This design comes from an exercise in tuning for small area on the open sky130 flow, not from production work.
The RTL was checked by simulation tests, not by an equivalence proof against the original design.
The clock port is modelled as an ideal driver; clocking choices that lean on that would not hold on a real chip.
Power is estimated from default activity; no workload was simulated.

==> inputs of run X <==
// maze_game
module maze_game (
    input clk, input rst, input tick15, input tick_hsec, input key,
    input [2:0] key_num, input [2:0] volume,
    output [15:0] LED, output reg [6:0] DISPLAY, output reg [3:0] DIGIT,
    output [3:0] vgaRed, output [3:0] vgaGreen, output [3:0] vgaBlue,
    output hsync, output vsync, output reg sound_effect
);
clock: 40.0 ns
lec_check: 0
abc_area: 1
cap_margin: 20
core_margin: 2
core_utilization: 60
slew_margin: 20
synth_memory_max_bits: 65536
run.sh (not shown) runs the stock make flow with config.mk's settings and CLKGATE_MAP_FILE= SYNTH_SCRIPT=/design/flow/synth_recipe.tcl, a recipe that flattens the netlist after the stock synthesis.
==> run K (differences from run X) <==
==> flow/flow/run.sh (new file) <==
#!/bin/bash
# Own flow: the standard synthesis, then its combinational logic is re-optimised for area
# (registers are left exactly as the standard synthesis made them), then the standard layout
# with smaller port buffers and a lighter clock tree. Each tool's output goes to log_*.txt here.
set -euo pipefail
W=$(cd "$(dirname "$0")/.." && pwd)
cd "$W"
LIB=$FLOW_HOME/platforms/sky130hd/lib/sky130_fd_sc_hd__tt_025C_1v80.lib
YOSYS=$(command -v yosys || echo "$FLOW_HOME/../tools/install/yosys/bin/yosys")
R=orfs/results/sky130hd/maze_game/base

bash standard.sh synth > log_1_synth.txt 2>&1
cp $R/1_2_yosys.v synth_standard.v

python3 flow/mkmodels.py "$LIB" comb_models.v > log_2_models.txt 2>&1
DU=$(grep -o "sky130_fd_sc_hd__\(lpflow\|probe\)[a-z0-9_]*" "$FLOW_HOME/platforms/sky130hd/config.mk" | sort -u | sed "s/^/-dont_use /" | tr "\n" " ")
"$YOSYS" -l log_3_resynth.txt -p "read_liberty -lib $LIB; read_verilog -overwrite comb_models.v; \
  read_verilog synth_standard.v; hierarchy -top maze_game; flatten; opt -purge; techmap; opt -fast -purge; \
  abc -liberty $LIB $DU -script $W/flow/resynth.abc; opt_clean -purge; setundef -zero; \
  hilomap -singleton -hicell sky130_fd_sc_hd__conb_1 HI -locell sky130_fd_sc_hd__conb_1 LO; \
  rename -hide w:*.*; opt_clean -purge; insbuf -buf sky130_fd_sc_hd__buf_1 A X; splitnets; opt_clean -purge; \
  write_verilog -noattr resynth.v; tee -o resynth_stat.txt stat -liberty $LIB"
cp resynth.v $R/1_2_yosys.v
rm -f $R/1_synth.odb $R/1_synth.sdc

bash standard.sh "BUFFER_PORTS_ARGS=-buffer_cell sky130_fd_sc_hd__buf_1" \
  "CTS_ARGS=-sink_clustering_enable -repair_clock_nets -dont_use_dummy_load" finish > log_4_layout.txt 2>&1
==> flow/flow/mkmodels.py (new file) <==
# Writes Verilog models of the platform's combinational cells from the liberty file's functions.
import re, sys
lib = open(sys.argv[1]).read()
out = []
for m in re.finditer(r'\n\s*cell\s*\(\s*"?(sky130_fd_sc_hd__\w+)"?\s*\)\s*\{', lib):
    name = m.group(1)
    # cell body: up to next top-level cell
    start = m.end()
    nxt = re.compile(r'\n\s*cell\s*\(').search(lib, start)
    body = lib[start: nxt.start() if nxt else len(lib)]
    if re.search(r'\b(ff|latch|statetable)\s*\(', body):
        continue
    pins = []
    for pm in re.finditer(r'\n\s*pin\s*\(\s*"?(\w+)"?\s*\)\s*\{', body):
        ps = pm.end()
        # pin body until matching brace (approx: next "pin (" or end)
        depth = 1; i = ps
        while depth and i < len(body):
            if body[i] == '{': depth += 1
            elif body[i] == '}': depth -= 1
            i += 1
        pb = body[ps:i]
        d = re.search(r'direction\s*:\s*"?(\w+)"?', pb)
        f = re.search(r'\bfunction\s*:\s*"([^"]*)"', pb)
        pins.append((pm.group(1), d.group(1) if d else None, f.group(1) if f else None))
    outs = [p for p in pins if p[1] == 'output']
    if not outs or any(p[2] is None for p in outs):
        continue
    ins = [p for p in pins if p[1] == 'input']
    ports = [p[0] for p in ins] + [p[0] for p in outs]
    s = ['module %s(%s);' % (name, ', '.join(ports))]
    for p in ins: s.append('  input %s;' % p[0])
    for p in outs:
        e = p[2].replace('!', '~').replace('+', '|').replace('*', '&')
        e = re.sub(r"(\w+)'", r"~\1", e)
        s.append('  output %s;' % p[0])
        s.append('  assign %s = %s;' % (p[0], e))
    s.append('endmodule')
    out.append('\n'.join(s))
open(sys.argv[2], 'w').write('\n'.join(out) + '\n')
print(len(out), 'models')
==> flow/flow/resynth.abc (new file) <==
strash
&get -n
&deepsyn -T 60
&put
dch -f
amap
topo
==> flow/standard.sh (new file) <==
#!/bin/bash
# synth_recipe.tcl (not shown) runs the flow's synth.tcl, then flattens the netlist and writes it again
# the make line also repeats each setting of config.mk as NAME=value (left out here)
make -C /OpenROAD-flow-scripts/flow DESIGN_CONFIG=/design/flow/config.mk WORK_HOME=/design/flow/orfs CLKGATE_MAP_FILE= SYNTH_SCRIPT=/design/flow/synth_recipe.tcl "${@:-finish}"
--- a/flow/config.mk
+++ b/flow/config.mk
@@ -10,4 +10,5 @@
 export CORE_MARGIN = 2
 export CORE_UTILIZATION = 60
+export CTS_BUF_LIST = sky130_fd_sc_hd__clkbuf_4
 export SLEW_MARGIN = 20
 export SYNTH_MEMORY_MAX_BITS = 65536
removed: flow/run.sh
==> reports/qor.csv <==
stage,metric,value,unit
run_status,outcome,timing/DRC/antenna clean,
synth,Avg Inst Size Synth,6.083,µm²
finish,"Buffers, non-clock",53,
synth,sequential share of the synthesized area,21.00,%
finish,final instance area,0.01124,mm²
finish,invs w/o clock,244,
The numbers above come from run X.

==> reports/qor.csv <==
stage,metric,value,unit
finish,final instance area,0.007168,mm²
finish,"Buffers, non-clock",55,
timing,worst hold slack,0.3475,ns
critical_path,Critical Path Fanout Max,10,
synth,Avg Inst Size Synth,6.645,µm²
run_status,outcome,timing/DRC/antenna clean,
grt,Total GRT Usage,35.54,%
The numbers above come from run K.


========
==> inputs of run a <==
Another version of the RTL of maze_game (not shown whole).
export LEC_CHECK = 0
export ABC_AREA = 1
export CAP_MARGIN = 20
export CORE_MARGIN = 2
export CORE_UTILIZATION = 60
export GPL_TIMING_DRIVEN = 0
export SLEW_MARGIN = 20
export SYNTH_MEMORY_MAX_BITS = 65536
create_clock -name core_clock -period 40.0 [get_ports {clk}]
standard.sh (not shown) runs the stock make flow with config.mk's settings and CLKGATE_MAP_FILE= SYNTH_SCRIPT=/design/flow/synth_recipe.tcl, a recipe that flattens the netlist after the stock synthesis.
==> flow/flow/run.sh <==
#!/bin/bash
# Own flow: the standard synthesis, then its combinational logic is re-optimised for area
# (registers are left exactly as the standard synthesis made them; ABC's deepsyn runs with four
# seeds in parallel and the smallest result is kept), then the standard layout with
# minimum-size port buffers, no CTS dummy loads and clock buffers downsized where the
# clock-pin slew allows. Each tool's output goes to its own
# log_*.txt here.
set -euo pipefail
W=$(cd "$(dirname "$0")/.." && pwd)
cd "$W"
LIB=$FLOW_HOME/platforms/sky130hd/lib/sky130_fd_sc_hd__tt_025C_1v80.lib
YOSYS=$(command -v yosys || echo "$FLOW_HOME/../tools/install/yosys/bin/yosys")
R=orfs/results/sky130hd/maze_game/base

bash standard.sh synth > log_1_synth.txt 2>&1
cp $R/1_2_yosys.v synth_standard.v

python3 flow/mkmodels.py "$LIB" comb_models.v > log_2_models.txt 2>&1
DU=$(grep -o "sky130_fd_sc_hd__\(lpflow\|probe\)[a-z0-9_]*" "$FLOW_HOME/platforms/sky130hd/config.mk" | sort -u | sed "s/^/-dont_use /" | tr "\n" " ")
resynth() {
  S=$1
  printf 'strash\n&get -n\n&deepsyn -S %d -T 60\n&put\ndch -f\namap -F 10 -A 30\nstrash\n&get -n\n&deepsyn -S %d -T 60\n&put\ndch -f\namap -F 10 -A 30\ntopo\n' \
    "$S" "$((S + 10))" > resynth_$S.abc
  "$YOSYS" -l log_3_resynth_$S.txt -p "read_liberty -lib $LIB; read_verilog -overwrite comb_models.v; \
    read_verilog synth_standard.v; hierarchy -top maze_game; flatten; opt -purge; techmap; opt -fast -purge; \
    abc -liberty $LIB $DU -script $W/resynth_$S.abc; opt_clean -purge; setundef -zero; \
    hilomap -singleton -hicell sky130_fd_sc_hd__conb_1 HI -locell sky130_fd_sc_hd__conb_1 LO; \
    rename -hide w:*.*; opt_clean -purge; insbuf -buf sky130_fd_sc_hd__buf_1 A X; splitnets; opt_clean -purge; \
    write_verilog -noattr resynth_$S.v; tee -o resynth_stat_$S.txt stat -liberty $LIB" > /dev/null
}
PIDS=""
for S in 1 2 3 4; do resynth $S & PIDS="$PIDS $!"; done
for P in $PIDS; do wait $P; done
BEST=""; BA=""
for S in 1 2 3 4; do
  A=$(awk '/Chip area/ {print $NF}' resynth_stat_$S.txt)
  echo "seed $S: $A" >> log_3_resynth_choice.txt
  if [ -z "$BA" ] || awk -v a="$A" -v b="$BA" 'BEGIN {exit !(a < b)}'; then BEST=$S; BA=$A; fi
done
echo "kept seed $BEST: $BA" >> log_3_resynth_choice.txt
cp resynth_$BEST.v $R/1_2_yosys.v
rm -f $R/1_synth.odb $R/1_synth.sdc

KNOBS=("BUFFER_PORTS_ARGS=-buffer_cell sky130_fd_sc_hd__buf_1"
       "CTS_ARGS=-sink_clustering_enable -repair_clock_nets -dont_use_dummy_load")
bash standard.sh "${KNOBS[@]}" cts > log_4_to_cts.txt 2>&1
RESULTS="$W/$R" LIB="$LIB" openroad -no_init -exit flow/downsize_clk.tcl > log_5_clock_downsize.txt 2>&1
bash standard.sh "${KNOBS[@]}" finish > log_6_layout.txt 2>&1
Other scripts of this flow, unchanged in this note and not shown: flow/flow/downsize_clk.tcl, flow/flow/mkmodels.py
==> run b: changes against run a <==
--- a/flow/flow/run.sh
+++ b/flow/flow/run.sh
@@ -1,7 +1,7 @@
 #!/bin/bash
 # Own flow: the standard synthesis, then its combinational logic is re-optimised for area
-# (registers are left exactly as the standard synthesis made them; ABC's deepsyn runs with four
-# seeds in parallel and the smallest result is kept), then the standard layout with
+# (registers are left exactly as the standard synthesis made them; four rounds of ABC's deepsyn
+# and area mapping run for eight seeds and the smallest result is kept), then the standard layout with
 # minimum-size port buffers, no CTS dummy loads and clock buffers downsized where the
 # clock-pin slew allows. Each tool's output goes to its own
 # log_*.txt here.
@@ -19,8 +19,11 @@
 DU=$(grep -o "sky130_fd_sc_hd__\(lpflow\|probe\)[a-z0-9_]*" "$FLOW_HOME/platforms/sky130hd/config.mk" | sort -u | sed "s/^/-dont_use /" | tr "\n" " ")
 resynth() {
   S=$1
-  printf 'strash\n&get -n\n&deepsyn -S %d -T 60\n&put\ndch -f\namap -F 10 -A 30\nstrash\n&get -n\n&deepsyn -S %d -T 60\n&put\ndch -f\namap -F 10 -A 30\ntopo\n' \
-    "$S" "$((S + 10))" > resynth_$S.abc
+  : > resynth_$S.abc
+  for K in 0 1 2 3; do
+    printf 'strash\n&get -n\n&deepsyn -S %d -T 75\n&put\ndch -f\namap -F 10 -A 30\n' "$((S + 10 * K))" >> resynth_$S.abc
+  done
+  echo topo >> resynth_$S.abc
   "$YOSYS" -l log_3_resynth_$S.txt -p "read_liberty -lib $LIB; read_verilog -overwrite comb_models.v; \
     read_verilog synth_standard.v; hierarchy -top maze_game; flatten; opt -purge; techmap; opt -fast -purge; \
     abc -liberty $LIB $DU -script $W/resynth_$S.abc; opt_clean -purge; setundef -zero; \
@@ -28,11 +31,14 @@
     rename -hide w:*.*; opt_clean -purge; insbuf -buf sky130_fd_sc_hd__buf_1 A X; splitnets; opt_clean -purge; \
     write_verilog -noattr resynth_$S.v; tee -o resynth_stat_$S.txt stat -liberty $LIB" > /dev/null
 }
-PIDS=""
-for S in 1 2 3 4; do resynth $S & PIDS="$PIDS $!"; done
-for P in $PIDS; do wait $P; done
+# eight seeds, four at a time
+for BATCH in "1 2 3 4" "5 6 7 8"; do
+  PIDS=""
+  for S in $BATCH; do resynth $S & PIDS="$PIDS $!"; done
+  for P in $PIDS; do wait $P; done
+done
 BEST=""; BA=""
-for S in 1 2 3 4; do
+for S in 1 2 3 4 5 6 7 8; do
   A=$(awk '/Chip area/ {print $NF}' resynth_stat_$S.txt)
   echo "seed $S: $A" >> log_3_resynth_choice.txt
   if [ -z "$BA" ] || awk -v a="$A" -v b="$BA" 'BEGIN {exit !(a < b)}'; then BEST=$S; BA=$A; fi
==> notes.md <==
- Clock power is about the same in run a and run b.
- In non-clock buffer count, run a and run b do not differ.
- Against run b, the maximum frequency of run a is smaller by 4.8%.
- Between run b and run a, the lower wire length is in run b (gap about 4.6%, measured against run a).
- In clock-buffer cell count, run b and run a do not differ.
- Against run a, the utilization of run b is higher by 1.2 points.
- Sequential cell count is the same in run b and run a.

## static timing again, ports no longer ideal
Ports are ideal in the flow. The routed layouts listed here were re-timed in OpenROAD. Step 1, drivers: a clkbuf_16 drives clk and a buf_2 each remaining input, both assumed. Step 2 times the ports against the registers' clock, not the clock port: input delays grow and output delays shrink by t, the midpoint of the rising clock arrivals with the driver on. Three values: ideal, step 1, step 2; two values: the first two.
run	t, ns	setup WS [ns]	worst setup path at the end	cell pins on the clock port's net
run X	0.400	25.475 / 25.429 / 25.828	register to output	1
run K	0.417	24.873 / 24.838 / 25.255	register to output	1
run a	0.484	22.839 / 22.804 / 23.288	register to output	1
run b	0.520	23.660 / 23.630 / 24.150	register to output	1
After both steps every run listed still meets setup and hold.
